Background: an optimization exercise with open tools, aiming at small area, a short achievable clock period and few clock cycles per item. Do not read the settings as production practice.
At most, simulation tests tie the RTL to the original design; equivalence was not proved.
No activity file was given, so power comes from the tool's default toggle rates.

==> module xillybus_wrapper, before the edit <==
module xillybus_wrapper (
    input         ap_clk,
    input         ap_rst,
    input  [31:0] in_r_dout,
    input         in_r_empty_n,
    output        in_r_read,
    output [31:0] out_r_din,
    input         out_r_full_n,
    output        out_r_write
);
    localparam K = 7;
    function [1:0] step3(input [1:0] m, input b);
        case ({m, b})
            3'b000: step3 = 2'd0;
            3'b001: step3 = 2'd1;
            3'b010: step3 = 2'd2;
            3'b011: step3 = 2'd0;
            3'b100: step3 = 2'd1;
            3'b101: step3 = 2'd2;
            default: step3 = 2'bxx;
        endcase
    endfunction
    wire [7:0] R = in_r_dout[23:16];
    wire [7:0] G = in_r_dout[15:8];
    wire [7:0] B = in_r_dout[7:0];
    wire [9:0] sum = R + G + B;
    reg [1:0] mt [K:10];
    reg [7:K] qt;
    integer i;
    always @* begin
        mt[10] = 2'd0;
        for (i = 9; i >= K; i = i - 1) mt[i] = step3(mt[i+1], sum[i]);
        for (i = K; i < 8; i = i + 1) qt[i] = mt[i+1][1] | (mt[i+1][0] & sum[i]);
    end
    reg          vld;
    reg  [7:K]   qh;      
    reg  [1:0]   mh;      
    reg  [K-1:0] sl;      
    wire ready = ~vld | out_r_full_n;
    assign in_r_read   = in_r_empty_n & ready;
    assign out_r_write = vld & out_r_full_n;
    always @(posedge ap_clk) begin
        if (ap_rst) vld <= 1'b0;
        else if (ready) vld <= in_r_empty_n;
        if (ready) begin
            qh <= qt;
            mh <= mt[K];
            sl <= sum[K-1:0];
        end
    end
    reg [1:0] m [0:K];
    reg [K-1:0] ql;
    always @* begin
        m[K] = mh;
        for (i = K - 1; i >= 0; i = i - 1) m[i] = step3(m[i+1], sl[i]);
        for (i = 0; i < K; i = i + 1) ql[i] = m[i+1][1] | (m[i+1][0] & sl[i]);
    end
    assign out_r_din = {24'd0, qh, ql};
endmodule
clock: 7.0 ns
lec_check: 0
abc_area: 1
cap_margin: 20
core_area: 2.3 2.72 61.64 61.2
die_area: 0 0 64 64
setup_slack_margin: 3.0
slew_margin: 20
standard.sh (not shown) runs the stock make flow with config.mk's settings and CLKGATE_MAP_FILE= SYNTH_SCRIPT=/design/flow/synth_recipe.tcl, a recipe that flattens the netlist after the stock synthesis.
==> flow/flow/run.sh <==
#!/bin/bash
# Standard ORFS layout with two changes: every port buffer starts as a
# sky130_fd_sc_hd__buf_1 (the resizer may still resize it), and the constant
# outputs share the one tie cell synthesis made instead of one tie cell each.
set -euo pipefail
bash standard.sh SKIP_REPAIR_TIE_FANOUT=1 \
  "BUFFER_PORTS_ARGS=-buffer_cell sky130_fd_sc_hd__buf_1" finish > standard_flow.log 2>&1
Then changed:
==> flow/design.v (replaced) <==
module xillybus_wrapper (
    input         ap_clk,
    input         ap_rst,
    input  [31:0] in_r_dout,
    input         in_r_empty_n,
    output        in_r_read,
    output [31:0] out_r_din,
    input         out_r_full_n,
    output        out_r_write
);
    function [1:0] step3(input [1:0] m, input b);
        case ({m, b})
            3'b000: step3 = 2'd0;
            3'b001: step3 = 2'd1;
            3'b010: step3 = 2'd2;
            3'b011: step3 = 2'd0;
            3'b100: step3 = 2'd1;
            3'b101: step3 = 2'd2;
            default: step3 = 2'bxx;
        endcase
    endfunction
    wire [7:0] R = in_r_dout[23:16];
    wire [7:0] G = in_r_dout[15:8];
    wire [7:0] B = in_r_dout[7:0];
    reg        vld;
    reg  [9:0] s;
    wire ready = ~vld | out_r_full_n;
    assign in_r_read   = in_r_empty_n & ready;
    assign out_r_write = vld & out_r_full_n;
    always @(posedge ap_clk) begin
        if (ap_rst) vld <= 1'b0;
        else if (ready) vld <= in_r_empty_n;
        if (ready) s <= R + G + B;
    end
    reg [1:0] m [0:10];
    reg [7:0] q;
    integer i;
    always @* begin
        m[10] = 2'd0;
        for (i = 9; i >= 0; i = i - 1) m[i] = step3(m[i+1], s[i]);
        for (i = 0; i < 8; i = i + 1) q[i] = m[i+1][1] | (m[i+1][0] & s[i]);
    end
    assign out_r_din = {24'd0, q};
endmodule
Power goes up by 5.0%.
First-iteration DRC count came out lower by 74%.
Worst setup slack is better by 42 ps.
Combinational power rises by 8.2%.
Maximum frequency came out higher by 1.2%.
Via count decreases by 2.1%.
Testbench counts after the change, summed over its fixed seeds: cycles 8,008, items 8,000.
Function not checked in the first run of this note: the RTL went through the layout flow alone.


Setup of rev 12:
xillybus_wrapper with an RTL version that a note above also has.
For scale: about 11 flip-flops, ~70 I/O pins, roughly 1300 um^2 of cells after synthesis.
==> module xillybus_wrapper, before the edit <==
module xillybus_wrapper (
    input         ap_clk,
    input         ap_rst,
    input  [31:0] in_r_dout,
    input         in_r_empty_n,
    output        in_r_read,
    output [31:0] out_r_din,
    input         out_r_full_n,
    output        out_r_write
);
    function [1:0] step3(input [1:0] m, input b);
        case ({m, b})
            3'b000: step3 = 2'd0;
            3'b001: step3 = 2'd1;
            3'b010: step3 = 2'd2;
            3'b011: step3 = 2'd0;
            3'b100: step3 = 2'd1;
            3'b101: step3 = 2'd2;
            default: step3 = 2'bxx;
        endcase
    endfunction
    wire [7:0] R = in_r_dout[23:16];
    wire [7:0] G = in_r_dout[15:8];
    wire [7:0] B = in_r_dout[7:0];
    reg        vld;
    reg  [9:0] s;
    wire ready = ~vld | out_r_full_n;
    assign in_r_read   = in_r_empty_n & ready;
    assign out_r_write = vld & out_r_full_n;
    always @(posedge ap_clk) begin
        if (ap_rst) vld <= 1'b0;
        else if (ready) vld <= in_r_empty_n;
        if (ready) s <= R + G + B;
    end
    reg [1:0] m [0:10];
    reg [7:0] q;
    integer i;
    always @* begin
        m[10] = 2'd0;
        for (i = 9; i >= 0; i = i - 1) m[i] = step3(m[i+1], s[i]);
        for (i = 0; i < 8; i = i + 1) q[i] = m[i+1][1] | (m[i+1][0] & s[i]);
    end
    assign out_r_din = {24'd0, q};
endmodule
==> flow/config.mk <==
export PLATFORM = sky130hd
export DESIGN_NAME = xillybus_wrapper
export DESIGN_NICKNAME = xillybus_wrapper
export VERILOG_FILES = /design/flow/design.v
export SDC_FILE = /design/flow/constraint.sdc
export NUM_CORES = 4
export LEC_CHECK = 0
export ABC_AREA = 1
export CAP_MARGIN = 20
export CORE_AREA = 2.3 2.72 61.64 61.2
export DIE_AREA = 0 0 64 64
export SETUP_SLACK_MARGIN = 3.6
export SLEW_MARGIN = 20
==> flow/constraint.sdc <==
create_clock -name core_clock -period 7.0 [get_ports {ap_clk}]
set_input_delay 1.4000 -clock core_clock [delete_from_list [all_inputs] [get_ports {ap_clk}]]
set_output_delay 1.4000 -clock core_clock [all_outputs]
set_load 0.01 [all_outputs]
Scripts as last shown in full above: flow/flow/run.sh
Testbench counts of rev 12, summed over its fixed seeds: cycles 8,008, items 8,000.
Here is what was changed in the inputs of rev 13 compared with rev 12.
==> flow/design.v <==
module xillybus_wrapper (
    input         ap_clk,
    input         ap_rst,
    input  [31:0] in_r_dout,
    input         in_r_empty_n,
    output        in_r_read,
    output [31:0] out_r_din,
    input         out_r_full_n,
    output        out_r_write
);
    localparam K = 6;
    function [1:0] step3(input [1:0] m, input b);
        case ({m, b})
            3'b000: step3 = 2'd0;
            3'b001: step3 = 2'd1;
            3'b010: step3 = 2'd2;
            3'b011: step3 = 2'd0;
            3'b100: step3 = 2'd1;
            3'b101: step3 = 2'd2;
            default: step3 = 2'bxx;
        endcase
    endfunction
    wire [7:0] R = in_r_dout[23:16];
    wire [7:0] G = in_r_dout[15:8];
    wire [7:0] B = in_r_dout[7:0];
    wire [9:0] sum = R + G + B;
    reg [1:0] mt [K:10];
    reg [7:K] qt;
    integer i;
    always @* begin
        mt[10] = 2'd0;
        for (i = 9; i >= K; i = i - 1) mt[i] = step3(mt[i+1], sum[i]);
        for (i = K; i < 8; i = i + 1) qt[i] = mt[i+1][1] | (mt[i+1][0] & sum[i]);
    end
    reg          vld;
    reg  [7:K]   qh;      
    reg  [1:0]   mh;      
    reg  [K-1:0] sl;      
    wire ready = ~vld | out_r_full_n;
    assign in_r_read   = in_r_empty_n & ready;
    assign out_r_write = vld & out_r_full_n;
    always @(posedge ap_clk) begin
        if (ap_rst) vld <= 1'b0;
        else if (ready) vld <= in_r_empty_n;
        if (ready) begin
            qh <= qt;
            mh <= mt[K];
            sl <= sum[K-1:0];
        end
    end
    reg [1:0] m [0:K];
    reg [K-1:0] ql;
    always @* begin
        m[K] = mh;
        for (i = K - 1; i >= 0; i = i - 1) m[i] = step3(m[i+1], sl[i]);
        for (i = 0; i < K; i = i + 1) ql[i] = m[i+1][1] | (m[i+1][0] & sl[i]);
    end
    assign out_r_din = {24'd0, qh, ql};
endmodule
## What came out
Each of the runs, namely rev 13 and rev 12, reached the end of the flow and came out clean.
Per the comparison of rev 13 with rev 12, final wirelength went up 22 um, time the worst path needs with I/O delays and setup has decreased, critical path depth moved down.
From rev 12 to rev 13 the numbers moved as follows: sequential share of layout area went up by 0.39 points, endpoint required time on the critical path picked up an extra 1420 ps.
In the flow results for rev 13 and rev 12, the growth of design area from synthesis to finish is smaller on rev 13.
Rev 13 falls short of rev 12 in mapped cell area.
Rev 13 reports its startpoint-to-endpoint class of the critical path as in2reg while rev 12 reports reg2out.
Final area: lower on rev 13
As far as initial antenna violation count goes, rev 12 and rev 13 are indistinguishable; the numbers are identical.
Cells: rev 13 has more instances than rev 12
Rev 12 vs rev 13, endpoint of the most critical setup path: out_r_din[0] vs mh[0]
Testbench counts of rev 13, summed over its fixed seeds: cycles 8,008, items 8,000.


xillybus_wrapper with an RTL version that a note above also has.
Size: about 160 cells after synthesis, about 70 I/O pins.
export LEC_CHECK = 0
export ABC_AREA = 1
export CAP_MARGIN = 20
export CORE_AREA = 2.3 2.72 58.42 59.84
export DIE_AREA = 0 0 60.5 62.2
export PLACE_DENSITY = 0.8
export SETUP_SLACK_MARGIN = 3.3
export SLEW_MARGIN = 20
create_clock -name core_clock -period 7.0 [get_ports {ap_clk}]
Scripts as last shown in full above: flow/flow/run.sh
Edit:
--- a/flow/design.v
+++ b/flow/design.v
@@ -9,5 +9,5 @@
     output        out_r_write
 );
-    localparam K = 7;
+    localparam K = 6;
     function [1:0] step3(input [1:0] m, input b);
         case ({m, b})
What happened:
- power came out lower by 6.6%
- synthesized cell count came out higher by about 9%
- via count came out higher by 2.9%
- clock power stays flat
- cell count came out higher by about 7%
Testbench counts after the change, summed over its fixed seeds: cycles 8,008, items 8,000.
Function not checked in the first run of this note: the RTL went through the layout flow alone.

-- separate check: timing with driven ports --
How much do the figures lean on ideal ports? The routed layouts below were timed once more, with nothing changed but the port constraints.
Step 1 sets driving cells, clkbuf_16 on the clock port and buf_2 on the other inputs (assumed; they add their load-dependent delay and slew).
Step 2 times the ports against the registers' clock, not the clock port: input delays grow and output delays shrink by t, the midpoint of the rising clock arrivals with the driver on.
Slacks: ideal ports / drivers / drivers and shift; pairs: ideal ports / drivers.
run | shift t [ns] | setup WS [ns] | worst slew at a driven data input, ns
the first run of note 1 | 0.279 | 3.429 / 3.424 / 3.146 | 0.03
the second run of note 1 | 0.280 | 3.471 / 3.450 / 3.340 | 0.03
rev 12 | 0.281 | 3.503 / 3.483 / 3.477 | 0.03
rev 13 | 0.281 | 3.669 / 3.655 / 3.374 | 0.04
the first run of note 3 | 0.280 | 3.449 / 3.448 / 3.167 | 0.03
the second run of note 3 | 0.278 | 3.560 / 3.560 / 3.282 | 0.03
After both steps setup and hold are still met in every run listed. For rev 13, which loses most, drivers alone change the setup slack by -0.014 ns; drivers and shift together by -0.295 ns.
